This design comes from an exercise in tuning for small area, a short achievable clock period and few clock cycles on the open sky130 flow, not from production work.
At most, simulation tests tie the RTL to the original design; equivalence was not proved.
Function not checked in runs 1, 2 and 5 to 7: the RTL went through the layout flow alone.
Power figures rest on the tool's default switching activity, not on a simulated workload.

$ cat flow/design.v
module reuleaux(input logic clk, input logic rst_n, input logic [2:0] colour,
                input logic [7:0] centre_x, input logic [6:0] centre_y, input logic [7:0] diameter,
                input logic start, output logic done,
                output logic [7:0] vga_x, output logic [6:0] vga_y,
                output logic [2:0] vga_colour, output logic vga_plot);
     localparam logic [159:0] FA = {10'd593, 10'd555, 10'd518, 10'd476, 10'd439, 10'd396, 10'd359, 10'd317,
                                    10'd280, 10'd238, 10'd200, 10'd158, 10'd121, 10'd79, 10'd42, 10'd0};
     localparam logic [95:0]  FB = {6'd36, 6'd34, 6'd32, 6'd26, 6'd24, 6'd22, 6'd21, 6'd19,
                                    6'd17, 6'd15, 6'd9, 6'd7, 6'd5, 6'd4, 6'd2, 6'd0};
     function automatic logic [9:0] fa(input logic [3:0] h);
          fa = 10'(FA >> (10 * h));
     endfunction
     function automatic logic [5:0] fb(input logic [3:0] l);
          fb = 6'(FB >> (6 * l));
     endfunction
     logic [7:0] di2, cx1;
     logic [8:0] cx2;
     always_ff @(posedge clk) begin
          di2 <= 8'(diameter + 8'd1) >> 1;
          cx1 <= centre_x + di2;
          cx2 <= {1'b0, centre_x} - {1'b0, di2};
     end
     logic [7:0] ox, oy;
     logic [9:0] crit;
     logic       ra;           
     logic [8:0] b1;
     logic [7:0] b2, by;
     logic [6:0] cy1;
     logic [1:0] p;            
     logic       ph;           
     logic       run;
     logic [7:0] xo;
     logic [6:0] yo;
     logic       plot_r;
     wire [8:0] x0 = {1'b0, cx1} - {1'b0, ox};
     wire [8:0] x3 = cx2 + {1'b0, ox};
     wire [8:0] x1 = b1 + {1'b0, oy};
     wire [8:0] x2 = {1'b0, b2} - {1'b0, oy};
     wire [7:0] y0 = {1'b0, cy1} - oy;
     wire [7:0] s12 = by + ox;
     wire [7:0] y12 = ra ? s12 : ~s12;
     function automatic logic onx(input logic [8:0] v);
          onx = !v[8] && !(v[7] && (v[6] || v[5]));
     endfunction
     function automatic logic ony(input logic [7:0] v);
          ony = !v[7] && !(v[6] && v[5] && v[4] && v[3]);
     endfunction
     wire oky0 = ony(y0), oky12 = ra ? ony(s12) : ony(~s12);
     wire [3:0] ok = {onx(x3) & oky0, onx(x2) & oky12, onx(x1) & oky12, onx(x0) & oky0};
     wire [3:0] ge = (p == 2'd0) ? 4'b1111 : (p == 2'd1) ? 4'b1110 :
                     (p == 2'd2) ? 4'b1100 : 4'b1000;
     wire [3:0] v  = ok & ge;
     logic [1:0] sel;
     logic       more;      
     always_comb begin
          sel  = 2'd3;
          more = 1'b0;
          if (v[0]) begin sel = 2'd0; more = v[1] | v[2] | v[3]; end
          else if (v[1]) begin sel = 2'd1; more = v[2] | v[3]; end
          else if (v[2]) begin sel = 2'd2; more = v[3]; end
     end
     logic [7:0] xs;
     logic [6:0] ys;
     always_comb begin
          case (sel)
               2'd0: begin xs = x0[7:0]; ys = y0[6:0]; end
               2'd1: begin xs = x1[7:0]; ys = y12[6:0]; end
               2'd2: begin xs = x2[7:0]; ys = y12[6:0]; end
               default: begin xs = x3[7:0]; ys = y0[6:0]; end
          endcase
     end
     wire       cpos = !crit[9] && (crit != 10'd0);
     wire [7:0] oy1  = oy + 8'd1;
     wire [7:0] oy2  = {oy[7:1] + 7'd1, oy[0]};
     wire [8:0] u    = {1'b0, oy2} - {1'b0, ox};
     wire       last = !u[8] && (u[7:1] != 7'd0 || (cpos && u[0]));
     wire [9:0] cra  = crit + {1'b0, oy1, 1'b1};
     wire [9:0] crb  = crit + {u, 1'b1};
     wire [9:0] fs  = fa(diameter[7:4]) + {4'd0, fb(diameter[3:0])};
     wire [8:0] q   = {1'b0, ox} + {3'd0, oy[5:0]};
     wire [8:0] a6  = {cy1, 2'b10} + q;
     wire [8:0] a3  = {1'b0, cy1, 1'b0} - q;
     always_ff @(posedge clk) begin
          if (!rst_n || !start) begin
               run <= 1'b0;
               done <= 1'b0;
               plot_r <= 1'b0;
               ph <= 1'b0;
          end else if (run) begin
               plot_r <= |v;
               if (!more && last) begin
                    run <= 1'b0;
                    done <= 1'b1;
               end
          end else begin
               plot_r <= 1'b0;
               if (!done) begin
                    ph <= 1'b1;
                    if (ph) run <= 1'b1;
               end
          end
          if (!run) begin
               if (!ph) begin
                    ox <= diameter;
                    oy <= {2'd0, fs[9:4]};
                    cy1 <= centre_y;
                    b1 <= {1'b0, centre_x};
                    b2 <= centre_x;
               end else begin
                    cy1 <= a6[8:2];
                    by <= (ox == 8'd255) ? ~{1'b0, a6[8:2]} : {a3[8] ^ (ox >= 8'd222), a3[7:1]};
                    oy <= 8'd0;
               end
               crit <= 10'd1 - {2'b0, ox};
               ra <= ox != 8'd255;
               p <= 2'd0;
          end else if (more) begin
               p <= sel + 2'd1;
          end else begin
               p <= 2'd0;
               oy <= oy1;
               crit <= cpos ? crb : cra;
               if (cpos) ox <= ox - 8'd1;
               if (ra && oy1 == di2) begin
                    ra <= 1'b0;
                    b1 <= cx2;
                    b2 <= cx1;
                    by <= ~{1'b0, cy1};
               end
          end
          xo <= xs;
          yo <= ys;
     end
     assign vga_x = xo;
     assign vga_y = yo;
     assign vga_plot = plot_r;
     assign vga_colour = colour;
endmodule
$ cat flow/run.sh
#!/bin/bash
# synth_recipe.tcl (not shown) runs the flow's synth.tcl, then flattens the netlist and writes it again
# the make line also repeats each setting of config.mk as NAME=value (left out here)
make -C /OpenROAD-flow-scripts/flow DESIGN_CONFIG=/design/flow/config.mk WORK_HOME=/design/flow/orfs CLKGATE_MAP_FILE= SYNTH_SCRIPT=/design/flow/synth_recipe.tcl finish
$ cat flow/config.mk
export PLATFORM = sky130hd
export DESIGN_NAME = reuleaux
export DESIGN_NICKNAME = reuleaux
export VERILOG_FILES = /design/flow/design.v
export SDC_FILE = /design/flow/constraint.sdc
export NUM_CORES = 4
export LEC_CHECK = 0
export ABC_AREA = 1
export CAP_MARGIN = 20
export CORE_MARGIN = 2
export CORE_UTILIZATION = 40
export SLEW_MARGIN = 20
$ cat flow/constraint.sdc
create_clock -name core_clock -period 10.0 [get_ports {clk}]
set_input_delay 2.0000 -clock core_clock [delete_from_list [all_inputs] [get_ports {clk}]]
set_output_delay 2.0000 -clock core_clock [all_outputs]
set_load 0.01 [all_outputs]
==> results of run 1 <==
## per-layer routing
metal	global-route usage	wire (um)
met5	0	13
met4	0.0861	888
met3	0.0416	1650
met2	0.375	12100
met1	0.304	12500
## worst max-delay path: stages
cell and delay [ns]:
clkdlybuf4s50_1 0.61, inv_1 0.14, ha_1 0.25, nor2_1 0.19, nand2_1 0.07, o211ai_1 0.08, o21ai_0 0.13, ha_1 0.29
nand3_1 0.06, o21ai_0 0.24, nand4_1 0.13, nand2_1 0.14, nand3_1 0.12, nor2_1 0.17, o21ai_0 0.10, o21ai_0 0.11
## area by class of cell
| class | count | share of cell area |
|---|---|---|
| clock buffer | 9 | 0.0214 |
| clock inverter | 7 | 0.00725 |
| inverter | 185 | 0.0662 |
| multi-input combinational | 975 | 0.575 |
| sequential | 102 | 0.249 |
| tap | 319 | 0.0379 |
| timing repair buffer | 46 | 0.0428 |
## flip-flops by register name (all words and copies together) (netlist names), 2 cells and up
| register | flops |
|---|---|
| xo | 8 |
| ox | 8 |
| yo | 7 |
| b2 | 7 |
| cy1 | 7 |
| cx2 | 9 |
| p | 2 |
| di2 | 7 |
| crit | 10 |
| cx1 | 7 |
| by | 8 |
| oy | 8 |
| b1 | 9 |
## worst paths after layout
kind / start / to / slack [ns] / depth (start not counted)
min reg2reg: done / done / 0.49 / 2
max: diameter[4] / oy[5] / 5.39 / 16
max reg2reg: oy[1] / ox[0] / 5.67 / 15
min: done / done / 0.49 / 2
## logic make-up (layout without fill, tap and decap cells)
logic type,after synthesis,in the layout,share of synthesized area
muxes,4,4,0.00423
and+or+nand+nor,568,568,0.264
adders and majority gates,129,129,0.181
DFF,102,102,0.277
AOI/OAI and AO/OA,195,195,0.117
xor gates and xnor gates,79,79,0.0730
buffers and inverters,205,247,0.0835
## synth_stat cells, drive strengths merged
| master | number | share of area |
|---|---|---|
| a32o | 1 | 0.0011 |
| clkbuf | 11 | 0.0044 |
| a22oi | 2 | 0.0016 |
| nand3b | 3 | 0.0024 |
| o21a | 3 | 0.0024 |
| fa | 13 | 0.027 |
| a2111oi | 1 | 0.00092 |
| o2111ai | 1 | 0.00092 |
| dfxtp | 44 | 0.093 |
| a22o | 1 | 0.00092 |
| nand3 | 82 | 0.046 |
| ha | 116 | 0.15 |
| mux2i | 4 | 0.0042 |
| edfxtp | 58 | 0.18 |
| xnor2 | 26 | 0.024 |
| nand4 | 38 | 0.026 |
| a31oi | 4 | 0.0026 |
| o211ai | 5 | 0.0040 |
| inv | 185 | 0.074 |
| a21boi | 1 | 0.0012 |
| o31ai | 5 | 0.0045 |
| a21o | 3 | 0.0024 |
| a211oi | 2 | 0.0016 |
| nor4 | 5 | 0.0040 |
| a221oi | 3 | 0.0028 |
| o22ai | 9 | 0.0059 |
| nor3 | 12 | 0.0063 |
| or2 | 14 | 0.0092 |
| buf | 9 | 0.0055 |
| o21ai | 71 | 0.038 |
| a21oi | 74 | 0.040 |
| nor2 | 103 | 0.044 |
| xor2 | 53 | 0.049 |
| nand2 | 311 | 0.13 |
| o221ai | 1 | 0.00092 |
| o21bai | 8 | 0.0063 |
## through the flow
step / cell area, sq um / hold slack (ns) / cells / setup slack (ns)
floorplan: 9470 / 0.485 / 1282 / 5.88
global route: 10500 / 0.544 / 1643 / 4.91
global placement: 10200 / 0.472 / 1627 / 5.03
CTS: 10500 / 0.486 / 1643 / 5.38
detailed placement: 10200 / 0.463 / 1627 / 5.01
finish: 10500 / 0.488 / 1643 / 5.39
## power by group through the flow
stage	logic, mW	registers (mW)	clock network [mW]
2_1_floorplan	1.50	0.684	0
3_3_place_gp	2.00	0.723	0
3_5_place_dp	2.01	0.723	0
4_1_cts	2.02	0.714	0.379
5_1_grt	2.32	0.725	0.391
6_report	2.04	0.714	0.367
==> flow_metrics.tcl, run 1 <==
set metrics [dict create \
    outcome "timing/DRC/antenna clean" \
    critical_path_class "in -> reg" \
    drcViolationCount 0 \
    max_freq_mhz 217 \
    htreeDepth 3 \
    syn_area_sq_mm 0.00947 \
    track_usage 0.230 \
    yosysUniqueCellTypes 52 \
    max_cap_viol_count 0 \
    hpwl_um 21400 \
    swShare 0.502 \
    grt_max_degree 53 \
    power.internal_mw 1.55 \
    die_width_um 158 \
    io_buffers 42 \
    clkPwrFrac 0.118 \
    postCtsSetupRepairBufs 0 \
    cts_root_buf "clkbuf_16" \
    multi_input_area_sq_mm 0.00606 \
    rsz0062_at_grt "false" \
    drive_gt1_frac 0.0438 \
    synth_area_per_cell_sq_um 7.39 \
    die_area_sq_mm 0.0249 \
    clkSlewWorstSetupHoldPaths_ns 0.09 \
    arrival_ns 4.82 \
    antenna_found_initial 1 \
    ant_nets 0 \
    cts_resized 0 \
    core-area_sq_mm 0.0233 \
    grt_pass1_wl_um 43500 \
    yosys_warnings 1 \
    drt-total-wl_um 27100 \
    hold_path_class "reg -> reg" \
    tns_ns 0 \
    routed_via_density 5.20 \
    min_period_over_period 0.461 \
    seqPwrFrac 0.229 \
    grt-ovfl-total 0 \
    dr_total_vias 8537 \
    final_nets 1477 \
    slew_violations 0 \
    numCtsBuffers 9 \
    total_power_mw 3.12 \
    clk_path_buf_depth 2 \
    worst_pin_slew_ns 1.12 \
    tritoncts "built" \
    irDropWorstVdd_mv 0.110 \
    rows 56 \
    n_antenna_cell 0 \
    power_density_mw_per_mm2 296 \
    ctsHoldBuffers 0 \
    cp.required_ns 10.21 \
    worstSkewPairLatency_ns 0.37 \
    final_cell_mix "302 x nand2_1, 181 x inv_1, 116 x ha_1, 98 x nor2_1, 79 x nand3_1" \
    grt_pass1_vias 8108 \
    chipHeight_um 158 \
    slew_headroom 0.256 \
    cts_sinks 102 \
    first_pass_iters 5 \
    cp-start-kind "primary input" \
    fillers 2384 \
    power.switching_mw 1.56 \
    hold_viol_final 0 \
    clock_skew_ns 0.0149 \
    cp_max_fo 6 \
    ys_seq_elements 102 \
    top_level_ports 49 \
    yosysSeqAreaShare 0.277 \
    drtIter0Drc 561 \
    syn_nets 1440 \
    final_common_cell "nand2_1" \
    routed_wire_length_per_instance_um 16.5 \
    leakage_nw 5.13 \
    syn_inst 1282 \
    setup_viol 0 \
    regArea_sq_mm 0.00262 \
    power_frac_comb 0.653 \
    area_delta_synth_final_pct 11.2 \
    crit_path_end_kind "flop" \
    period_needed_ns 4.61 \
    gp_congestion 0.896 \
    finish.utilization 0.451 \
    initial_core_util 0.406 \
]
==> run 2: changes to the inputs <==
--- a/flow/config.mk
+++ b/flow/config.mk
@@ -6,5 +6,4 @@
 export NUM_CORES = 4
 export LEC_CHECK = 0
-export ABC_AREA = 1
 export CAP_MARGIN = 20
 export CORE_MARGIN = 2
==> run 2 against run 1 <==
Highest routed layer is now met4. Clock skew is 0.0019 ns lower. Area after synthesis down 4.1%. Critical endpoint is now oy[4]. Sequential share of layout area is 1.2 points higher. Worst setup slack got worse by 0.28 ns. Synthesized cell count is 21% lower. Flip-flop and latch count unchanged.
==> flow_metrics.tcl, run 2 <==
set metrics [dict create \
    regArea_sq_mm 0.00262 \
    core-area_sq_mm 0.0224 \
    ctsHoldBuffers 0 \
    power.internal_mw 1.57 \
    outcome "timing/DRC/antenna clean" \
    routed_wire_length_per_instance_um 17.5 \
    synthTopCellsByCount "116 x ha_1, 104 x nor2_1, 95 x a21oi_1, 78 x inv_1, 74 x xnor2_1" \
    final_cells 1335 \
    rows 55 \
    max_freq_mhz 205 \
    antenna_found_initial 0 \
    max_cap_viol_count 0 \
    largest-register "crit" \
    rrSetupSlack_ns 5.27 \
    grt-ovfl-total 0 \
    period_needed_ns 4.89 \
    synth_edf_count 58 \
    yosysUniqueCellTypes 69 \
    hold_path_class "reg -> reg" \
    power.switching_mw 1.26 \
    final_nets 1203 \
    cts_sinks 102 \
    cp-start-kind "primary input" \
    syn_area_sq_mm 0.00908 \
    cp.required_ns 10.10 \
    synth_area_per_cell_sq_um 8.92 \
    critical_path_class "in -> reg" \
    grt_pass1_wl_um 36700 \
    total_power_mw 2.84 \
    synth_top_cell_by_area "edfxtp_1" \
    worstSkewPairLatency_ns 0.37 \
    yosysSeqAreaShare 0.289 \
    seqPwrFrac 0.243 \
    cts_root_buf "clkbuf_16" \
    io_buffers 42 \
    final_cell_mix "116 x ha_1, 104 x nor2_1, 95 x a21oi_1, 78 x inv_1, 74 x xnor2_1" \
    irDropWorstVdd_mv 0.100 \
    cp_max_fo 8 \
    rsz0062_at_grt "false" \
    hpwl_um 18500 \
    hold_viol_final 0 \
    grt_pass1_vias 6710 \
    placed_cell_area_sq_mm 0.00975 \
    initial_core_util 0.405 \
    track_usage 0.200 \
    numCtsBuffers 9 \
    dp.cells 1319 \
    ant_nets 0 \
    tritoncts "built" \
    syn_nets 1176 \
    dr_total_vias 7204 \
    power_density_mw_per_mm2 282 \
    ys_seq_elements 102 \
    setup_viol 0 \
    area_delta_synth_final_pct 10.6 \
    clkSlewWorstSetupHoldPaths_ns 0.08 \
    power_frac_comb 0.631 \
    syn_inst 1018 \
    postCtsSetupRepairBufs 0 \
    synth_most_common_cell "ha_1" \
    clkPwrFrac 0.126 \
    cts_resized 0 \
    ys_top_cells_by_area "edfxtp_1 19%, ha_1 16%, dfxtp_1 9.7%" \
    clk_path_buf_depth 2 \
    fillers 2219 \
    swShare 0.445 \
    routed_via_density 5.40 \
    first_pass_iters 5 \
    crit_path_end_kind "flop" \
    drt-total-wl_um 23400 \
    largest_reg_flops 10 \
    drive_gt1_frac 0.0429 \
    slew_headroom 0.292 \
    top_level_ports 49 \
    top_regs "crit (10), b1 (9), cx2 (9)" \
    final_common_cell "ha_1" \
    tns_ns 0 \
    n_antenna_cell 0 \
    slew_violations 0 \
    worst_pin_slew_ns 1.06 \
    min_period_over_period 0.489 \
    arrival_ns 4.99 \
    yosys_warnings 1 \
    async_flop_share 0 \
    grt_max_degree 73 \
    drtIter0Drc 438 \
    htreeDepth 3 \
    multi_input_area_sq_mm 0.00603 \
    gp_congestion 0.909 \
    leakage_nw 4.29 \
    drcViolationCount 0 \
    hold_ws_ns 0.512 \
    dominantRegCellSynth "edfxtp_1" \
    chipHeight_um 155 \
    die_area_sq_mm 0.0239 \
    die_width_um 155 \
    post-route-cell-area_sq_mm 0.0100 \
    yosys.area.top_type_share 0.192 \
    clock_skew_ns 0.0130 \
]
run 2: changes by cell type in the layout (fill, tap and decap cells not counted), moves of 12 or more:
| cell | before | now |
|---|---|---|
| xnor2_1 | 26 | 74 |
| nand3_1 | 79 | 17 |
| inv_1 | 181 | 78 |
| a21oi_1 | 72 | 95 |
| nand2_1 | 302 | 64 |
| nand4_1 | 36 | 7 |
| nor2b_1 | 0 | 19 |
| mux2i_1 | 4 | 28 |
| o21ai_0 | 70 | 44 |
| xor2_1 | 53 | 41 |
run 2: cells by family after synthesis:
logic type / Yosys count / synth area share
AO/OA/AOI/OAI: 242 / 0.167
XOR/XNOR: 115 / 0.111
adder cells (fa/ha/maj): 129 / 0.188
buffers and inverters: 108 / 0.0474
flip-flops: 102 / 0.289
multiplexers: 39 / 0.0466
AND/OR/NAND/NOR: 283 / 0.151
run 2: final timing paths:
path	start	end	cells after the start
min reg2reg	done	done	1
max reg2reg	ox[3]	b2[5]	11
min	done	done	1
max	diameter[5]	oy[4]	15
run 2: final cells by class:
cell class              count  area share
well taps                 285      0.0355
flip-flops and latches    102       0.261
inverters                  78      0.0292
multi-input cells         808       0.600
repair buffers             46      0.0448
clock buffers               9      0.0224
clock inverters             7     0.00635
run 2: power groups by stage:
| stage | logic (mW) | clock network (mW) | registers [mW] |
|---|---|---|---|
| CTS | 1.79 | 0.365 | 0.690 |
| global placement | 1.75 | 0 | 0.698 |
| finish | 1.79 | 0.357 | 0.689 |
| detailed placement | 1.78 | 0 | 0.700 |
| global route | 2.00 | 0.381 | 0.702 |
| floorplan | 1.38 | 0 | 0.671 |
run 2: per-layer routing:
| metal | global-route usage | up-vias | part of all wire |
|---|---|---|---|
| li1 | - | 3650 | - |
| met2 | 0.320 | 183 | 0.46 |
| met3 | 0.0219 | 36 | 0.048 |
| met1 | 0.277 | 3335 | 0.47 |
| met4 | 0.0794 | 0 | 0.026 |
| met5 | 0 | - | 0 |
run 2: critical path, stage by stage:
cell             delay, ns
clkdlybuf4s50_1       0.64
inv_1                 0.15
ha_1                  0.37
nor2b_1               0.16
a211oi_1              0.23
a21oi_1               0.07
ha_1                  0.30
o21ai_0               0.08
o21bai_1              0.15
a21oi_1               0.10
o21ai_0               0.19
and2_1                0.17
o2111ai_1             0.10
o21ai_0               0.15
o22ai_1               0.12
run 2: stage by stage:
step                 util  setup WS [ns]
floorplan               -           5.73
global placement    0.435           4.78
detailed placement  0.435           4.71
CTS                 0.448           5.11
global route        0.448           4.85
finish              0.448           5.11
==> run 3: changes to the inputs <==
--- a/flow/design.v
+++ b/flow/design.v
@@ -28,5 +28,5 @@
      logic [6:0] cy1;
      logic [1:0] p;            
-     logic       ph;           
+     logic [1:0] ph;           
      logic       run;
      logic [7:0] xo;
@@ -77,5 +77,5 @@
      wire [9:0] cra  = crit + {1'b0, oy1, 1'b1};
      wire [9:0] crb  = crit + {u, 1'b1};
-     wire [9:0] fs  = fa(diameter[7:4]) + {4'd0, fb(diameter[3:0])};
+     wire [9:0] fs  = fa(ox[7:4]) + {4'd0, fb(ox[3:0])};
      wire [8:0] q   = {1'b0, ox} + {3'd0, oy[5:0]};
      wire [8:0] a6  = {cy1, 2'b10} + q;
@@ -86,5 +86,5 @@
                done <= 1'b0;
                plot_r <= 1'b0;
-               ph <= 1'b0;
+               ph <= 2'd0;
           end else if (run) begin
                plot_r <= |v;
@@ -96,15 +96,16 @@
                plot_r <= 1'b0;
                if (!done) begin
-                    ph <= 1'b1;
-                    if (ph) run <= 1'b1;
+                    ph <= {ph[0], 1'b1};
+                    if (ph[1]) run <= 1'b1;
                end
           end
           if (!run) begin
-               if (!ph) begin
+               if (!ph[0]) begin
                     ox <= diameter;
-                    oy <= {2'd0, fs[9:4]};
                     cy1 <= centre_y;
                     b1 <= {1'b0, centre_x};
                     b2 <= centre_x;
+               end else if (!ph[1]) begin
+                    oy <= {2'd0, fs[9:4]};
                end else begin
                     cy1 <= a6[8:2];
==> run 3 against run 2 <==
Design area grew 1.7%. Register-to-register slack better by 0.17 ns. Die area up 1.9%. Critical path type is now reg -> reg. Still clean. First-iteration DRC count rose by 22%. Highest routed layer unchanged. Critical path depth is 4 lower. Hold slack got worse by 0.0024 ns. Critical endpoint is now b1[7].
==> flow_metrics.tcl, run 3 <==
set metrics [dict create \
    yosysUniqueCellTypes 80 \
    grt-ovfl-total 0 \
    first_pass_iters 5 \
    synth_top_cell_by_area "edfxtp_1" \
    clock_skew_ns 0.0128 \
    top_level_ports 49 \
    core-area_sq_mm 0.0227 \
    synth_most_common_cell "ha_1" \
    ys_top_cells_by_area "edfxtp_1 19%, ha_1 16%, dfxtp_1 9.7%" \
    final_cell_mix "115 x ha_1, 98 x a21oi_1, 97 x nor2_1, 78 x xnor2_1, 76 x nand2_1" \
    critical_path_class "reg -> reg" \
    synth.mux.area_fraction 0.0186 \
    crit_slowest_cell "edfxtp_1" \
    ctsHoldBuffers 0 \
    gp_congestion 0.959 \
    async_flop_share 0 \
    post-route-cell-area_sq_mm 0.0102 \
    met1_length_um 12300 \
    rsz0062_at_grt "false" \
    syn_area_sq_mm 0.00926 \
    track_usage 0.211 \
    top_regs "crit (10), b1 (9), cx2 (9)" \
    crit_path_end_kind "flop" \
    antenna_found_initial 0 \
    holdPathStages 2 \
    largest_reg_flops 10 \
    cts_resized 0 \
    ys_seq_elements 103 \
    period_needed_ns 4.56 \
    finish.utilization 0.450 \
    routed_wire_length_per_instance_um 18.5 \
    syn_nets 1218 \
    setup_viol 0 \
    dr_wl_met2_um 11200 \
    slew_violations 0 \
    synthTopCellsByCount "115 x ha_1, 98 x a21oi_1, 97 x nor2_1, 78 x xnor2_1, 76 x nand2_1" \
    initial_core_util 0.408 \
    clk_path_buf_depth 2 \
    cts_sinks 103 \
    tritoncts "built" \
    worstSkewPairLatency_ns 0.36 \
    synth_compound_area_frac 0.202 \
    synth-simple-area-share 0.167 \
    synthAdderAreaFrac 0.184 \
    outcome "timing/DRC/antenna clean" \
    cpPeakStageDelay_ns 0.82 \
    synth_edf_count 58 \
    final_cells 1375 \
    grt_pass1_wl_um 39400 \
    synth_area_per_cell_sq_um 8.73 \
    io_buffers 42 \
    die_area_sq_mm 0.0244 \
    max_freq_mhz 219 \
    cts_root_buf "clkbuf_16" \
    syn_inst 1061 \
    final_nets 1242 \
    hold_ws_ns 0.509 \
    drt-total-wl_um 25500 \
    dp.cells 1359 \
    fillers 2237 \
    clkSlewWorstSetupHoldPaths_ns 0.08 \
    placed_cell_area_sq_mm 0.00992 \
    ant_nets 0 \
    n_antenna_cell 0 \
    drive_gt1_frac 0.0450 \
    power_density_mw_per_mm2 205 \
    cp.required_ns 10.00 \
    min_period_over_period 0.456 \
    yosysSeqAreaShare 0.285 \
    postCtsSetupRepairBufs 0 \
    worst_pin_slew_ns 0.953 \
    routed_via_density 5.61 \
    hold_path_class "reg -> reg" \
    irDropWorstVdd_mv 0.0817 \
    dominantRegCellSynth "edfxtp_1" \
    chipHeight_um 156 \
    grt_max_degree 76 \
    leakage_nw 4.20 \
    hold_viol_final 0 \
    synth_top_family_by_area "compound AO/OA/AOI/OAI gates" \
    dr_total_vias 7713 \
    tns_ns 0 \
    final_common_cell "ha_1" \
    cp_max_fo 16 \
    drcViolationCount 0 \
    drtIter0Drc 535 \
    total_power_mw 2.10 \
    yosys_warnings 1 \
    grt_pass1_vias 7114 \
    max_cap_viol_count 0 \
    die_width_um 156 \
    worst_slack_ns 5.44 \
    hpwl_um 20200 \
    synthXorXnorAreaFrac 0.0993 \
    slew_headroom 0.364 \
    r2r.worst_path.cells 11 \
    yosys.area.top_type_share 0.188 \
    place_ws_ns 5.52 \
    largest-register "crit" \
    cp-start-kind "flop" \
    path_cells "inv_1 > ha_1 > nor2b_1 > o31a_1 > or3_1 > a22oi_1 > o21ai_0 > nand3_1 > and2_4 > nand2b_1 > a31o_1" \
    rows 55 \
    area_delta_synth_final_pct 10.3 \
    met3_length_um 1300 \
    numCtsBuffers 9 \
    top_layer "met4" \
    arrival_ns 4.56 \
    htreeDepth 3 \
]
## run 3: changes by cell type after synthesis, sizes merged, moves of 9 or more
| cell | previous run | this run |
|---|---|---|
| a21o | 13 | 22 |
| xor2 | 41 | 27 |
| nand2b | 10 | 24 |
| o21ai | 46 | 65 |
| mux2i | 28 | 6 |
| nand2 | 65 | 76 |
## run 3: power by group
group / switching [mW] / internal (mW)
Sequential: 0.0745 / 0.545
Clock: 0.178 / 0.174
Combinational: 0.611 / 0.513
## run 3: kinds of logic after synthesis
logic type | Yosys count
compound gates | 294
buf+inv | 103
flops | 103
mux | 15
simple gates | 313
fa+ha+maj | 128
xor+xnor | 105
## run 3: cell type report
class | count | area (sq um) | area share
Inverter | 70 | 263 | 0.0257
Clock buffer | 9 | 225 | 0.0221
Multi-Input combinational cell | 855 | 6210 | 0.608
Tap cell | 285 | 357 | 0.0349
Clock inverter | 7 | 63.8 | 0.00625
Sequential cell | 103 | 2650 | 0.259
Timing Repair Buffer | 46 | 450 | 0.0441
## run 3: path summary, 6_finish.rpt
kind / from / endpoint / slack, ns
max: ox[1] / b1[7] / 5.44
min: done / done / 0.51
max reg2reg: ox[1] / b1[7] / 5.44
min reg2reg: done / done / 0.51
## run 3: routing by layer
layer	track usage	vias up
li1	-	3857
met5	0	-
met3	0.0283	31
met1	0.304	3603
met4	0.0708	0
met2	0.325	222
## run 3: critical path: cells and delay by family, from the launching register on
kind | cells | cell delay [ns]
fa+ha+maj | 1 | 0.35
flops | 1 | 0.82
buf+inv | 1 | 0.34
compound gates | 4 | 1.32
simple gates | 5 | 1.35
Testbench counts of run 3, summed over its fixed seeds: cycles 66,569.
==> run 4: changes to the inputs <==
--- a/flow/config.mk
+++ b/flow/config.mk
@@ -6,4 +6,5 @@
 export NUM_CORES = 4
 export LEC_CHECK = 0
+export ABC_AREA = 1
 export CAP_MARGIN = 20
 export CORE_MARGIN = 2
==> run 4 against run 3 <==
First-iteration DRC count is 2.1% higher. Sequential power decreased by 3%. Critical endpoint is now crit[9]. Worst setup slack better by 0.40 ns. Total power shrank 4.1%. Cell count up 24%. Still clean on timing, DRC and antenna. Flip-flop and latch count did not move. Highest routed layer unchanged.
==> flow_metrics.tcl, run 4 <==
set metrics [dict create \
    outcome "timing/DRC/antenna clean" \
    synth_edf_count 58 \
    yosys_warnings 1 \
    critical_path_class "reg -> reg" \
    clk_path_buf_depth 2 \
    path_delay_family "simple AND/OR/NAND/NOR gates" \
    hold_viol_final 0 \
    grt-ovfl-total 0 \
    clkSlewWorstSetupHoldPaths_ns 0.08 \
    cp-start-kind "flop" \
    drive_gt1_frac 0.0514 \
    path_cells "inv_1 > ha_1 > nand2_1 > o21ai_0 > nand4_1 > nand2_1 > nand2_1 > nand2_1 > inv_1 > nand2_1 > o21ai_0 > ha_1 > nand2_1 > nor3_1 > nand2_1 > o211ai_1 > a31oi_1 > xnor2_1 > nand2_1 > nand2_1" \
    crit_path_frequent_cell "nand2_1" \
    htreeDepth 3 \
    tritoncts "built" \
    grt_max_degree 42 \
    tns_ns 0 \
    max_freq_mhz 240 \
    leakage_nw 5.32 \
    area_delta_synth_final_pct 10.8 \
    async_flop_share 0 \
    rsz0062_at_grt "false" \
    reg2reg_from "ox[1]" \
    total_power_mw 2.01 \
    ys_seq_elements 103 \
    final_nets 1532 \
    core-area_sq_mm 0.0241 \
    postCtsSetupRepairBufs 0 \
    hold_path_class "reg -> reg" \
    largest_reg_flops 10 \
    largest-register "crit" \
    chipHeight_um 160 \
    clock_skew_ns 0.0132 \
    antenna_found_initial 0 \
    dr_wl_met2_um 12500 \
    synthTopCellsByCount "349 x nand2_1, 189 x inv_1, 115 x ha_1, 101 x nor2_1, 83 x nand3_1" \
    ys_top_cells_by_area "edfxtp_1 18%, ha_1 15%, nand2_1 13%" \
    rows 57 \
    final_common_cell "nand2_1" \
    cts_resized 0 \
    top_regs "crit (10), b1 (9), cx2 (9)" \
    drcViolationCount 0 \
    holdPathStages 2 \
    synth_most_common_cell "nand2_1" \
    dominantRegCellSynth "edfxtp_1" \
    crit_buf_inv 2 \
    hpwl_um 22200 \
    synth_top_cell_by_area "edfxtp_1" \
    initial_core_util 0.404 \
    dr_total_vias 8687 \
    cp.required_ns 10.10 \
    top_level_ports 49 \
    period_needed_ns 4.17 \
    met1_length_um 13000 \
    met3_length_um 1330 \
    grt_pass1_wl_um 43900 \
    whs_endpoint "run" \
    yosysSeqAreaShare 0.271 \
    slew_headroom 0.451 \
    top_layer "met4" \
    syn_area_sq_mm 0.00974 \
    track_usage 0.219 \
    drt-total-wl_um 27500 \
    n_antenna_cell 0 \
    io_buffers 42 \
    yosys.area.top_type_share 0.179 \
    synth_area_per_cell_sq_um 7.27 \
    yosysUniqueCellTypes 49 \
    drtIter0Drc 546 \
    min-delay-start "ph[1]" \
    ant_nets 0 \
    die_width_um 160 \
    arrival_ns 4.26 \
    syn_inst 1339 \
    routed_wire_length_per_instance_um 16.1 \
    grt_pass1_vias 8302 \
    slew_violations 0 \
    syn_nets 1496 \
    cts_sinks 103 \
    gp_congestion 0.943 \
    rrSetupSlack_ns 5.83 \
    power_density_mw_per_mm2 186 \
    setup_viol 0 \
    crit_slowest_cell "edfxtp_1" \
    final_cell_mix "349 x nand2_1, 189 x inv_1, 115 x ha_1, 101 x nor2_1, 83 x nand3_1" \
    reg2reg_to "crit[9]" \
    cp_max_fo 11 \
    numCtsBuffers 9 \
    routed_via_density 5.10 \
    r2r.worst_path.cells 20 \
    irDropWorstVdd_mv 0.0879 \
    crit_path_end_kind "flop" \
    worstSkewPairLatency_ns 0.37 \
    min_period_over_period 0.417 \
    die_area_sq_mm 0.0256 \
    ctsHoldBuffers 0 \
    cts_root_buf "clkbuf_16" \
    worst_pin_slew_ns 0.823 \
    cpPeakStageDelay_ns 0.87 \
    max_cap_viol_count 0 \
    first_pass_iters 5 \
]
==> run 4: changes by cell type after synthesis, sizes merged, moves of 17 or more <==
| cell | before | now |
|---|---|---|
| nand2b | 24 | 1 |
| nand4 | 8 | 31 |
| xnor2 | 78 | 20 |
| nand2 | 76 | 361 |
| nor2b | 21 | 0 |
| xor2 | 27 | 57 |
| inv | 70 | 192 |
| a21o | 22 | 1 |
| nand3 | 21 | 92 |
| clkbuf | 26 | 9 |
| a21oi | 98 | 75 |
==> run 4: stage by stage <==
| stage | util | instance area, sq um | std cells | worst slack (ns) | hold slack, ns |
|---|---|---|---|---|---|
| global route | 0.447 | 10800 | 1704 | 5.47 | 0.515 |
| finish | 0.447 | 10800 | 1704 | 5.83 | 0.485 |
| global placement | 0.435 | 10500 | 1688 | 5.91 | 0.467 |
| CTS | 0.447 | 10800 | 1704 | 5.87 | 0.488 |
| floorplan | - | 9740 | 1339 | 5.88 | 0.470 |
| detailed placement | 0.435 | 10500 | 1688 | 5.89 | 0.478 |
==> run 4: cell type report <==
type	count	area [sq um]
tap	324	405
inverter	193	724
fill	2579	13300
clock inverter	7	80.1
multi-input combinational	1022	6250
clock buffer	9	225
sequential	103	2640
timing repair buffer	46	450
==> run 4: kinds of logic after synthesis <==
| kind of cell | Yosys count | share of synthesized area |
|---|---|---|
| AND/OR/NAND/NOR | 630 | 0.287 |
| buffers and inverters | 214 | 0.0862 |
| AO/OA/AOI/OAI | 184 | 0.108 |
| adder cells (fa/ha/maj) | 128 | 0.175 |
| flip-flops | 103 | 0.271 |
| XOR/XNOR | 77 | 0.0693 |
| multiplexers | 3 | 0.00308 |
==> run 4: worst min-delay path: cells and delay by family (launching register included) <==
kind | cells | cell delay, ns
flip-flops | 1 | 0.33
AND/OR/NAND/NOR | 2 | 0.12
==> run 4: worst max-delay path by stage <==
| stage | start | endpoint | slack, ns | cells after the start |
|---|---|---|---|---|
| 6_report | ox[1] | crit[9] | 5.83 | 20 |
| 5_1_grt | ox[1] | crit[9] | 5.47 | 20 |
| 4_1_cts | oy[1] | b1[4] | 5.87 | 17 |
| 3_5_place_dp | ox[1] | b1[3] | 5.89 | 17 |
| 3_3_place_gp | centre_x[2] | cx1[7] | 5.91 | 9 |
| 2_1_floorplan | colour[0] | vga_colour[0] | 5.88 | 1 |
==> run 4: metal layers <==
| metal | vias up | GRT usage |
|---|---|---|
| li1 | 4461 | - |
| met5 | - | 0 |
| met1 | 3973 | 0.298 |
| met3 | 45 | 0.0314 |
| met4 | 0 | 0.0684 |
| met2 | 208 | 0.360 |
==> run 4: power breakdown <==
part / internal (mW) / leakage (nW) / total (mW) / switching, mW
Combinational: 0.414 / 4.22 / 1.04 / 0.622
Clock: 0.197 / 0.147 / 0.374 / 0.177
Sequential: 0.537 / 0.953 / 0.600 / 0.0637
Total: 1.15 / 5.32 / 2.01 / 0.863
==> run 5: changes to the inputs <==
--- a/flow/design.v
+++ b/flow/design.v
@@ -25,5 +25,5 @@
      logic       ra;           
      logic [8:0] b1;
-     logic [7:0] b2, by;
+     logic [7:0] by;
      logic [6:0] cy1;
      logic [1:0] p;            
@@ -36,5 +36,5 @@
      wire [8:0] x3 = cx2 + {1'b0, ox};
      wire [8:0] x1 = b1 + {1'b0, oy};
-     wire [8:0] x2 = {1'b0, b2} - {1'b0, oy};
+     wire [8:0] x2 = {1'b0, ra ? b1[7:0] : cx1} - {1'b0, oy};
      wire [7:0] y0 = {1'b0, cy1} - oy;
      wire [7:0] s12 = by + ox;
@@ -105,5 +105,4 @@
                     cy1 <= centre_y;
                     b1 <= {1'b0, centre_x};
-                    b2 <= centre_x;
                end else if (!ph[1]) begin
                     oy <= {2'd0, fs[9:4]};
@@ -126,5 +125,4 @@
                     ra <= 1'b0;
                     b1 <= cx2;
-                    b2 <= cx1;
                     by <= ~{1'b0, cy1};
                end
==> run 5 against run 4 <==
Critical endpoint is now b1[1]. Flip-flop and latch count is 7 lower. Still clean. Hold slack better by 0.033 ns. Cell count down 2.9%. Largest power group unchanged. Clock skew fell by 0.0038 ns. Highest routed layer unchanged. Register-to-register slack worse by 0.24 ns. Maximum frequency is 5.5% lower. Via count fell by 1.1%. Clock-buffer cell count grew 2.
==> flow_metrics.tcl, run 5 <==
set metrics [dict create \
    outcome "timing/DRC/antenna clean" \
    core-area_sq_mm 0.0233 \
    crit_buf_inv 2 \
    r2r.worst_path.cells 18 \
    io_buffers 42 \
    ctsHoldBuffers 0 \
    cts_resized 0 \
    final_common_cell "nand2_1" \
    synth_edf_count 51 \
    rows 56 \
    cp.required_ns 9.99 \
    rsz0062_at_grt "false" \
    final_cell_mix "322 x nand2_1, 174 x inv_1, 115 x ha_1, 93 x nor2_1, 74 x a21oi_1" \
    period_needed_ns 4.41 \
    crit_path_frequent_cell "nand2_1" \
    ys_seq_elements 96 \
    final_nets 1487 \
    slew_headroom 0.404 \
    htreeDepth 3 \
    total_power_mw 2.00 \
    worst_pin_slew_ns 0.889 \
    grt_pass1_wl_um 43300 \
    ys_top_cells_by_area "edfxtp_1 16%, ha_1 15%, nand2_1 13%" \
    clkPwrFrac 0.177 \
    seqPwrFrac 0.289 \
    cts_sinks 96 \
    swShare 0.441 \
    grt_max_degree 46 \
    clock_skew_ns 0.00938 \
    first_pass_iters 5 \
    dr_wl_met2_um 12500 \
    syn_inst 1298 \
    path_cells "inv_1 > nand2_1 > o21ai_0 > ha_1 > fa_1 > inv_1 > nand4_1 > nand4_1 > nand2_1 > nand2_1 > nand2_1 > nand2_1 > nor2_4 > nand2_4 > nand3_1 > nand2_2 > nand3_2 > o21ai_1" \
    synth_area_per_cell_sq_um 7.27 \
    synth_top_cell_by_area "edfxtp_1" \
    arrival_ns 4.40 \
    drcViolationCount 0 \
    routed_wire_length_per_instance_um 16.8 \
    yosys.area.top_type_share 0.162 \
    die_width_um 158 \
    synthTopCellsByCount "322 x nand2_1, 174 x inv_1, 115 x ha_1, 93 x nor2_1, 74 x a21oi_1" \
    slew_violations 0 \
    tritoncts "built" \
    hold_ws_ns 0.518 \
    track_usage 0.231 \
    power_frac_comb 0.534 \
    synth_most_common_cell "nand2_1" \
    cp_max_fo 16 \
    drt-total-wl_um 27800 \
    die_area_sq_mm 0.0248 \
    power.internal_mw 1.12 \
    cts_root_buf "clkbuf_16" \
    chipHeight_um 158 \
    largest_reg_flops 10 \
    async_flop_share 0 \
    cpPeakStageDelay_ns 0.85 \
    gp_congestion 0.962 \
    min_period_over_period 0.441 \
    hold_path_class "reg -> reg" \
    max_cap_viol_count 0 \
    grt_pass1_vias 8154 \
    syn_area_sq_mm 0.00943 \
    irDropWorstVdd_mv 0.0829 \
    path_delay_family "simple AND/OR/NAND/NOR gates" \
    grt-ovfl-total 0 \
    power.switching_uw 884 \
    critical_path_class "reg -> reg" \
    crit_path_end_kind "flop" \
    power_density_mw_per_mm2 192 \
    clkSlewWorstSetupHoldPaths_ns 0.07 \
    initial_core_util 0.404 \
    hpwl_um 22100 \
    met1_length_um 13200 \
    top_level_ports 49 \
    top_regs "crit (10), b1 (9), cx2 (9)" \
    yosysUniqueCellTypes 55 \
    cp.depth 18 \
    leakage_nw 5.10 \
    setup_viol 0 \
    cp-start-kind "flop" \
    n_antenna_cell 0 \
    top_layer "met4" \
    drive_gt1_frac 0.0487 \
    met3_length_um 1300 \
    holdPathStages 2 \
    tns_ns 0 \
    hold_viol_final 0 \
    syn_nets 1455 \
    yosysSeqAreaShare 0.258 \
    worstSkewPairLatency_ns 0.36 \
    clk_path_buf_depth 2 \
    crit_slowest_cell "edfxtp_1" \
    postCtsSetupRepairBufs 0 \
    yosys_warnings 1 \
    dr_total_vias 8591 \
    ant_nets 0 \
    antenna_found_initial 0 \
    max_freq_mhz 227 \
    area_delta_synth_final_pct 10.7 \
    routed_via_density 5.19 \
    drtIter0Drc 654 \
    largest-register "crit" \
    dominantRegCellSynth "edfxtp_1" \
    numCtsBuffers 9 \
]
## run 5: cell types whose count changed after synthesis, moves of 7 or more
cell | previous run | this run
nand2_1 | 349 | 322
inv_1 | 189 | 174
nand3_1 | 83 | 70
nand4_1 | 31 | 39
nor2_1 | 101 | 93
edfxtp_1 | 58 | 51
o21ai_2 | 7 | 0
## run 5: power groups by stage
stage | Clock, mW | Combinational (mW) | Sequential (mW)
2_1_floorplan | 0 | 0.767 | 0.568
5_1_grt | 0.373 | 1.21 | 0.585
6_report | 0.354 | 1.07 | 0.579
4_1_cts | 0.358 | 1.06 | 0.578
3_3_place_gp | 0 | 1.05 | 0.586
3_5_place_dp | 0 | 1.06 | 0.587
## run 5: worst min-delay path, stage by stage (launching register included)
cell     delay (ns)
dfxtp_1        0.34
nand3_1        0.08
nand2_1        0.06
## run 5: cell type report
cell class / instances / area, sq um
multi-input cells: 997 / 6200
clock inverters: 5 / 35.0
repair buffers: 44 / 435
fillers: 2331 / 12900
flip-flops and latches: 96 / 2430
inverters: 182 / 684
clock buffers: 11 / 254
well taps: 319 / 399
## run 5: layer usage
| metal | global-route usage | up-vias |
|---|---|---|
| met5 | 0 | - |
| met2 | 0.369 | 230 |
| met4 | 0.0922 | 0 |
| met1 | 0.312 | 3938 |
| met3 | 0.0341 | 53 |
| li1 | - | 4370 |
## run 5: path summary, 6_finish.rpt
path | startpoint | end | slack (ns)
worst max-delay path | ra | b1[1] | 5.59
worst min-delay path | done | done | 0.52
worst max register to register | ra | b1[1] | 5.59
worst min register to register | done | done | 0.52
## run 5: kinds of logic after synthesis
kind of cell	Yosys count	share of synthesized area
AOI/OAI and AO/OA	203	0.124
xor gates and xnor gates	75	0.0705
adders and majority gates	128	0.180
buffers and inverters	205	0.0848
DFF	96	0.258
muxes	5	0.00531
and+or+nand+nor	586	0.278
## run 5: through the flow
| stage | utilization | instance area [sq um] | setup slack [ns] | instances |
|---|---|---|---|---|
| after floorplan | - | 9430 | 5.88 | 1298 |
| after global placement | 0.435 | 10100 | 5.68 | 1638 |
| after detailed placement | 0.435 | 10100 | 5.64 | 1638 |
| after CTS | 0.447 | 10400 | 5.60 | 1654 |
| after global routing | 0.447 | 10400 | 5.30 | 1654 |
| final | 0.447 | 10400 | 5.59 | 1654 |
==> run 6: changes to the inputs <==
--- a/flow/design.v
+++ b/flow/design.v
@@ -4,4 +4,12 @@
                 output logic [7:0] vga_x, output logic [6:0] vga_y,
                 output logic [2:0] vga_colour, output logic vga_plot);
+     function automatic logic [9:0] rca(input logic [9:0] a, input logic [9:0] b, input logic ci);
+          logic c;
+          c = ci;
+          for (int i = 0; i < 10; i++) begin
+               rca[i] = a[i] ^ b[i] ^ c;
+               c = (a[i] & b[i]) | (a[i] & c) | (b[i] & c);
+          end
+     endfunction
      localparam logic [159:0] FA = {10'd593, 10'd555, 10'd518, 10'd476, 10'd439, 10'd396, 10'd359, 10'd317,
                                     10'd280, 10'd238, 10'd200, 10'd158, 10'd121, 10'd79, 10'd42, 10'd0};
@@ -25,5 +33,5 @@
      logic       ra;           
      logic [8:0] b1;
-     logic [7:0] by;
+     logic [7:0] b2, by;
      logic [6:0] cy1;
      logic [1:0] p;            
@@ -36,5 +44,5 @@
      wire [8:0] x3 = cx2 + {1'b0, ox};
      wire [8:0] x1 = b1 + {1'b0, oy};
-     wire [8:0] x2 = {1'b0, ra ? b1[7:0] : cx1} - {1'b0, oy};
+     wire [8:0] x2 = {1'b0, b2} - {1'b0, oy};
      wire [7:0] y0 = {1'b0, cy1} - oy;
      wire [7:0] s12 = by + ox;
@@ -77,8 +85,8 @@
      wire [9:0] cra  = crit + {1'b0, oy1, 1'b1};
      wire [9:0] crb  = crit + {u, 1'b1};
-     wire [9:0] fs  = fa(ox[7:4]) + {4'd0, fb(ox[3:0])};
-     wire [8:0] q   = {1'b0, ox} + {3'd0, oy[5:0]};
-     wire [8:0] a6  = {cy1, 2'b10} + q;
-     wire [8:0] a3  = {1'b0, cy1, 1'b0} - q;
+     wire [9:0] fs  = rca(fa(ox[7:4]), {4'd0, fb(ox[3:0])}, 1'b0);
+     wire [8:0] q   = 9'(rca({2'd0, ox}, {4'd0, oy[5:0]}, 1'b0));
+     wire [8:0] a6  = 9'(rca({1'd0, cy1, 2'b10}, {1'd0, q}, 1'b0));
+     wire [8:0] a3  = 9'(rca({2'd0, cy1, 1'b0}, ~{1'd0, q}, 1'b1));
      always_ff @(posedge clk) begin
           if (!rst_n || !start) begin
@@ -105,4 +113,5 @@
                     cy1 <= centre_y;
                     b1 <= {1'b0, centre_x};
+                    b2 <= centre_x;
                end else if (!ph[1]) begin
                     oy <= {2'd0, fs[9:4]};
@@ -125,4 +134,5 @@
                     ra <= 1'b0;
                     b1 <= cx2;
+                    b2 <= cx1;
                     by <= ~{1'b0, cy1};
                end
==> run 6 against run 5 <==
Still clean on timing, DRC and antenna. Register-to-register slack lost 0.46 ns. Non-clock buffer count grew 2. Flip-flop and latch count grew 7. Global-route usage shrank 0.86 points. Routed wire length shrank 5.4%. Hold slack lost 0.051 ns. First-iteration DRC count shrank 20%. Largest power group unchanged.
==> flow_metrics.tcl, run 6 <==
set metrics [dict create \
    crit_slowest_cell "edfxtp_1" \
    postCtsSetupRepairBufs 0 \
    area_delta_synth_final_pct 10.3 \
    hold_viol_final 0 \
    core-area_sq_mm 0.0227 \
    io_buffers 42 \
    syn_area_sq_mm 0.00927 \
    yosysUniqueCellTypes 58 \
    clkSlewWorstSetupHoldPaths_ns 0.08 \
    power_frac_comb 0.520 \
    max_cap_viol_count 0 \
    worstSkewPairLatency_ns 0.36 \
    yosys.area.top_type_share 0.188 \
    clkPwrFrac 0.174 \
    rsz0062_at_grt "false" \
    clk_path_buf_depth 2 \
    routed_wire_length_per_instance_um 17.2 \
    n_antenna_cell 0 \
    slew_violations 0 \
    max_freq_mhz 205 \
    hpwl_um 21000 \
    die_width_um 156 \
    leakage_nw 4.83 \
    syn_inst 1200 \
    grt_pass1_vias 7633 \
    drcViolationCount 0 \
    cts_sinks 103 \
    async_flop_share 0 \
    cts_root_buf "clkbuf_16" \
    dp.cells 1511 \
    final_nets 1396 \
    ys_seq_elements 103 \
    drive_gt1_frac 0.0523 \
    path_delay_family "adder cells" \
    total_power_mw 1.98 \
    htreeDepth 3 \
    critical_path_class "reg -> reg" \
    synth_top_cell_by_area "edfxtp_1" \
    placed_cell_area_sq_mm 0.00995 \
    tritoncts "built" \
    synth_edf_count 58 \
    tns_ns 0 \
    worst_pin_slew_ns 0.874 \
    grt_max_degree 49 \
    crit_buf_inv 2 \
    cp-start-kind "flop" \
    grt-ovfl-total 0 \
    largest-register "crit" \
    arrival_ns 4.97 \
    irDropWorstVdd_mv 0.0782 \
    numCtsBuffers 9 \
    clock_skew_ns 0.0125 \
    drt-total-wl_um 26300 \
    slew_headroom 0.416 \
    first_pass_iters 5 \
    top_level_ports 49 \
    dr_total_vias 8020 \
    power.internal_mw 1.12 \
    swShare 0.433 \
    path_cells "ha_1 > fa_1 > inv_1 > fa_1 > fa_1 > fa_1 > fa_1 > inv_1 > fa_1 > fa_1 > fa_1 > xnor2_1 > xor2_1 > o221ai_1" \
    yosys_warnings 1 \
    ant_nets 0 \
    gp_congestion 0.899 \
    rows 55 \
    outcome "timing/DRC/antenna clean" \
    chipHeight_um 156 \
    final_common_cell "nand2_1" \
    period_needed_ns 4.87 \
    synth_most_common_cell "nand2_1" \
    track_usage 0.222 \
    cp_max_fo 12 \
    cts_resized 0 \
    min_period_over_period 0.487 \
    die_area_sq_mm 0.0244 \
    power.switching_uw 858 \
    crit_path_end_kind "flop" \
    syn_nets 1359 \
    synth_area_per_cell_sq_um 7.73 \
    ctsHoldBuffers 0 \
    initial_core_util 0.408 \
    hold_path_class "reg -> reg" \
    routed_via_density 5.25 \
    synthTopCellsByCount "302 x nand2_1, 159 x inv_1, 104 x ha_1, 73 x nor2_1, 70 x o21ai_0" \
    largest_reg_flops 10 \
    cpPeakStageDelay_ns 0.67 \
    final_cell_mix "302 x nand2_1, 159 x inv_1, 104 x ha_1, 73 x nor2_1, 70 x o21ai_0" \
    hold_ws_ns 0.466 \
    drtIter0Drc 524 \
    top_regs "crit (10), cx2 (9)" \
    post-route-cell-area_sq_mm 0.0102 \
    seqPwrFrac 0.307 \
    setup_viol 0 \
    yosysSeqAreaShare 0.285 \
    cp.required_ns 10.10 \
    grt_pass1_wl_um 41400 \
    antenna_found_initial 1 \
    crit_path_frequent_cell "fa_1" \
    final_cells 1527 \
    ys_top_cells_by_area "edfxtp_1 19%, ha_1 14%, nand2_1 12%" \
    power_density_mw_per_mm2 194 \
    dominantRegCellSynth "edfxtp_1" \
]
==> run 6: cell count changes after synthesis, sizes merged, moves of 6 or more <==
cell / previous run / this run
nand3: 77 / 64
xnor2: 20 / 14
or2: 11 / 2
nor2: 101 / 81
ha: 115 / 104
o221ai: 1 / 8
edfxtp: 51 / 58
nand2: 336 / 316
inv: 178 / 163
fa: 13 / 26
nand4: 39 / 27
==> run 6: path summary, 6_finish.rpt <==
| kind | startpoint | endpoint | slack [ns] | cells after the start |
|---|---|---|---|---|
| worst max-delay path | ox[0] | by[6] | 5.13 | 14 |
| worst min-delay path | ph[1] | run | 0.47 | 2 |
| worst max register to register | ox[0] | by[6] | 5.13 | 14 |
| worst min register to register | ph[1] | run | 0.47 | 2 |
==> run 6: layout make-up <==
cell class,instances,area (sq um)
Inverter,169,637
Timing Repair Buffer,46,450
Clock inverter,6,42.5
Multi-Input combinational cell,908,5870
Sequential cell,103,2640
Tap cell,285,357
Fill cell,2310,12500
Clock buffer,10,229
==> run 6: layer usage <==
layer | global-route usage | vias to the layer above | share of wire
li1 | - | 4071 | -
met1 | 0.303 | 3679 | 0.47
met2 | 0.359 | 226 | 0.45
met3 | 0.0388 | 44 | 0.058
met4 | 0.0695 | 0 | 0.029
met5 | 0 | - | 0
==> run 6: kinds of logic (layout without fill, tap and decap cells) <==
group,count (synthesis),count (layout),share of synthesized area
xor+xnor,65,65,0.0614
flops,103,103,0.285
fa+ha+maj,132,132,0.199
mux,1,1,0.00108
compound gates,203,203,0.131
simple gates,507,507,0.240
buf+inv,189,231,0.0822
==> run 6: power groups by stage <==
stage | Combinational (mW) | Sequential [mW] | Clock (mW)
after floorplan | 0.716 | 0.607 | 0
after global placement | 1.01 | 0.617 | 0
after detailed placement | 1.02 | 0.618 | 0
after CTS | 1.03 | 0.608 | 0.352
after global routing | 1.16 | 0.617 | 0.365
final | 1.03 | 0.607 | 0.345
==> run 6: worst reg2reg max path, stage by stage (launching register included) <==
cell and delay, ns:
edfxtp_1 0.67, ha_1 0.25, fa_1 0.16, inv_1 0.05, fa_1 0.37, fa_1 0.39, fa_1 0.39, fa_1 0.54
inv_1 0.07, fa_1 0.40, fa_1 0.38, fa_1 0.39, xnor2_1 0.22, xor2_1 0.21, o221ai_1 0.12
==> run 6: metrics by stage <==
step / utilization / worst slack, ns
2_1_floorplan: - / 5.47
3_3_place_gp: 0.438 / 5.19
3_5_place_dp: 0.438 / 5.13
4_1_cts: 0.450 / 5.11
5_1_grt: 0.450 / 4.94
6_report: 0.450 / 5.13
==> run 7: changes to the inputs <==
--- a/flow/design.v
+++ b/flow/design.v
@@ -87,6 +87,6 @@
      wire [9:0] fs  = rca(fa(ox[7:4]), {4'd0, fb(ox[3:0])}, 1'b0);
      wire [8:0] q   = 9'(rca({2'd0, ox}, {4'd0, oy[5:0]}, 1'b0));
-     wire [8:0] a6  = 9'(rca({1'd0, cy1, 2'b10}, {1'd0, q}, 1'b0));
-     wire [8:0] a3  = 9'(rca({2'd0, cy1, 1'b0}, ~{1'd0, q}, 1'b1));
+     wire [8:0] a6  = 9'(rca({1'd0, cy1, 2'b10}, {1'd0, b1}, 1'b0));
+     wire [8:0] a3  = 9'(rca({2'd0, cy1, 1'b0}, ~{1'd0, b1}, 1'b1));
      always_ff @(posedge clk) begin
           if (!rst_n || !start) begin
@@ -104,17 +104,19 @@
                plot_r <= 1'b0;
                if (!done) begin
-                    ph <= {ph[0], 1'b1};
-                    if (ph[1]) run <= 1'b1;
+                    ph <= ph + 2'd1;
+                    if (ph == 2'd3) run <= 1'b1;
                end
           end
           if (!run) begin
-               if (!ph[0]) begin
+               if (ph == 2'd0) begin
                     ox <= diameter;
                     cy1 <= centre_y;
+               end else if (ph == 2'd1) begin
+                    oy <= {2'd0, fs[9:4]};
+               end else if (ph == 2'd2) begin
+                    b1 <= q;
+               end else begin
                     b1 <= {1'b0, centre_x};
                     b2 <= centre_x;
-               end else if (!ph[1]) begin
-                    oy <= {2'd0, fs[9:4]};
-               end else begin
                     cy1 <= a6[8:2];
                     by <= (ox == 8'd255) ? ~{1'b0, a6[8:2]} : {a3[8] ^ (ox >= 8'd222), a3[7:1]};
==> run 7 against run 6 <==
Clock-buffer cell count grew 2. Area after synthesis grew 1.5%. Combinational power shrank about 20%. Sequential power shrank 2%. Sequential share of layout area shrank 0.20 points. Still clean. Maximum frequency grew 17%. Register-to-register slack gained 0.73 ns.
==> flow_metrics.tcl, run 7 <==
set metrics [dict create \
    outcome "timing/DRC/antenna clean" \
    postCtsSetupRepairBufs 0 \
    final_common_cell "nand2_1" \
    numCtsBuffers 9 \
    gp_congestion 0.954 \
    routed_via_density 5.23 \
    swShare 0.412 \
    routed_wire_length_per_instance_um 17.3 \
    startpoint "ox[2]" \
    slew_violations 0 \
    largest-register "crit" \
    chipHeight_um 157 \
    tritoncts "built" \
    async_flop_share 0 \
    top_regs "crit (10), b1 (9)" \
    first_pass_iters 5 \
    min-delay-start "done" \
    yosysSeqAreaShare 0.284 \
    cts_sinks 104 \
    cp_max_fo 13 \
    slew_headroom 0.459 \
    power.internal_mw 1.04 \
    die_width_um 157 \
    reg2reg_from "ox[2]" \
    tns_ns 0 \
    cts_root_buf "clkbuf_16" \
    arrival_ns 4.25 \
    setup_viol 0 \
    rsz0062_at_grt "false" \
    grt_max_degree 41 \
    yosys.area.top_type_share 0.188 \
    dr_total_vias 8478 \
    ys_seq_elements 104 \
    hold_viol_final 0 \
    io_buffers 42 \
    ys_top_cells_by_area "edfxtp_1 19%, ha_1 14%, nand2_1 11%" \
    antenna_found_initial 0 \
    power_frac_comb 0.464 \
    drtIter0Drc 543 \
    total_power_mw 1.77 \
    syn_area_sq_mm 0.00941 \
    holdPathStages 2 \
    initial_core_util 0.405 \
    period_needed_ns 4.15 \
    yosysUniqueCellTypes 48 \
    core-area_sq_mm 0.0233 \
    syn_inst 1264 \
    rows 56 \
    min_period_over_period 0.415 \
    final_nets 1460 \
    largest_reg_flops 10 \
    hpwl_um 22100 \
    synthAdderAreaFrac 0.204 \
    worstSkewPairLatency_ns 0.36 \
    synth_most_common_cell "nand2_1" \
    htreeDepth 3 \
    yosys_warnings 1 \
    drt-total-wl_um 28000 \
    cp.required_ns 10.11 \
    power.switching_uw 729 \
    leakage_nw 4.99 \
    clock_skew_ns 0.0149 \
    drive_gt1_frac 0.0369 \
    max_cap_viol_count 0 \
    power_density_mw_per_mm2 170 \
    final_cell_mix "283 x nand2_1, 180 x inv_1, 131 x nor2_1, 105 x ha_1, 79 x o21ai_0" \
    syn_nets 1428 \
    synthTopCellsByCount "283 x nand2_1, 180 x inv_1, 131 x nor2_1, 105 x ha_1, 79 x o21ai_0" \
    seqPwrFrac 0.337 \
    synth_area_per_cell_sq_um 7.45 \
    clkPwrFrac 0.199 \
    synth_edf_count 59 \
    dominantRegCellSynth "edfxtp_1" \
    cts_resized 0 \
    r2r.worst_path.cells 18 \
    critical_path_class "reg -> reg" \
    synth_top_cell_by_area "edfxtp_1" \
    die_area_sq_mm 0.0248 \
    grt_pass1_wl_um 43700 \
    irDropWorstVdd_mv 0.0885 \
    area_delta_synth_final_pct 10.7 \
    synth_top_family_by_area "simple AND/OR/NAND/NOR gates" \
    worst_pin_slew_ns 0.812 \
    synthXorXnorAreaFrac 0.0521 \
    max_freq_mhz 241 \
    crit_path_end_kind "flop" \
    ant_nets 0 \
    ctsHoldBuffers 0 \
    synth-simple-area-share 0.249 \
    n_antenna_cell 0 \
    top_level_ports 49 \
    cp-start-kind "flop" \
    hold_path_class "reg -> reg" \
    grt_pass1_vias 8224 \
    synth.mux.area_fraction 0 \
    track_usage 0.232 \
    clkSlewWorstSetupHoldPaths_ns 0.07 \
    clk_path_buf_depth 2 \
    grt-ovfl-total 0 \
    synth_compound_area_frac 0.125 \
    drcViolationCount 0 \
]
-- run 7: stage by stage --
stage                     utilization  instances  area, sq um  hold slack, ns  worst slack, ns
after global routing            0.448       1620        10400           0.514             5.55
final                           0.448       1620        10400           0.477             5.85
after global placement          0.436       1604        10100           0.464             5.91
after floorplan                     -       1264         9410           0.486             5.88
after CTS                       0.448       1620        10400           0.476             5.85
after detailed placement        0.436       1604        10100           0.464             5.86
-- run 7: worst paths after layout --
| check | slack, ns | end |
|---|---|---|
| worst max-delay path | 5.85 | crit[9] |
| worst min register to register | 0.48 | done |
| worst min-delay path | 0.48 | done |
| worst max register to register | 5.85 | crit[9] |
-- run 7: critical path, cell delays in order, from the launching register on --
cell and delay (ns):
edfxtp_1 0.87, inv_1 0.37, ha_1 0.47, nand2_1 0.06
o21ai_0 0.32, nand2_1 0.12, nand2_1 0.10, nand2_1 0.06
nand2_1 0.07, xor2_1 0.19, o21ai_0 0.12, ha_1 0.34
inv_1 0.07, nor3_1 0.25, nand3_1 0.12, o2111ai_1 0.14
xor2_1 0.10, nand2_1 0.06, nand2_1 0.05
-- run 7: kinds of logic after synthesis --
group | after synthesis
AO/OA/AOI/OAI | 206
XOR/XNOR | 56
flip-flops | 104
AND/OR/NAND/NOR | 553
buffers and inverters | 209
adder cells (fa/ha/maj) | 136
-- run 7: layout make-up --
cell class	instances	area (sq um)
clock buffer	12	246
clock inverter	4	28.8
inverter	185	694
tap	319	399
multi-input combinational	951	5930
fill	2391	12800
sequential	104	2670
timing repair buffer	45	443
-- run 7: power by group through the flow --
stage	logic, mW	clock network, mW	registers, mW
after detailed placement	0.814	0	0.604
final	0.820	0.353	0.595
after CTS	0.819	0.355	0.595
after floorplan	0.556	0	0.594
after global placement	0.807	0	0.605
after global routing	0.928	0.368	0.602
-- run 7: layer usage --
metal  share of wire  global-route usage
met1            0.45               0.305
met2            0.46               0.382
met3           0.055              0.0352
met4           0.039              0.0944
met5               0                   0

re-timing with driven ports:
The flow's constraints put no driver on any port. The routed layouts listed below were extracted and timed again, unchanged, in two steps.
Step 1 (the two cells are an assumption about what drives the block):
set clk [get_ports {clk}]
set_driving_cell -lib_cell sky130_fd_sc_hd__clkbuf_16 $clk
set_driving_cell -lib_cell sky130_fd_sc_hd__buf_2 [delete_from_list [all_inputs] $clk]
Step 2, shift: input delay + t, output delay - t, t = (earliest + latest rising clock arrival at the registers) / 2. This alone moves slack from input paths to output paths.
a / b / c = no drivers / after step 1 / after step 2; a / b = the first two.
run | t, ns | slack for setup (ns) | worst setup path after step 2 | clock arrival spread, ns | worst slew at a driven data input, ns
run 1 | 0.412 | 5.388 / 5.410 / 4.998 | input to register | 0.015 / 0.015 | 0.06
run 2 | 0.411 | 5.112 / 5.139 / 4.727 | input to register | 0.013 / 0.013 | 0.06
run 3 | 0.403 | 5.437 / 5.437 / 5.437 | register to register | 0.013 / 0.012 | 0.06
run 4 | 0.404 | 5.833 / 5.833 / 5.833 | register to register | 0.013 / 0.013 | 0.06
run 5 | 0.405 | 5.589 / 5.589 / 5.589 | register to register | 0.009 / 0.009 | 0.06
run 6 | 0.401 | 5.128 / 5.128 / 5.128 | register to register | 0.012 / 0.013 | 0.06
run 7 | 0.402 | 5.853 / 5.853 / 5.841 | input to register | 0.015 / 0.015 | 0.06
After both steps every run listed still meets setup and hold. The setup slack of run 1, which loses most, moves by +0.022 ns with the drivers and by -0.390 ns with both steps.
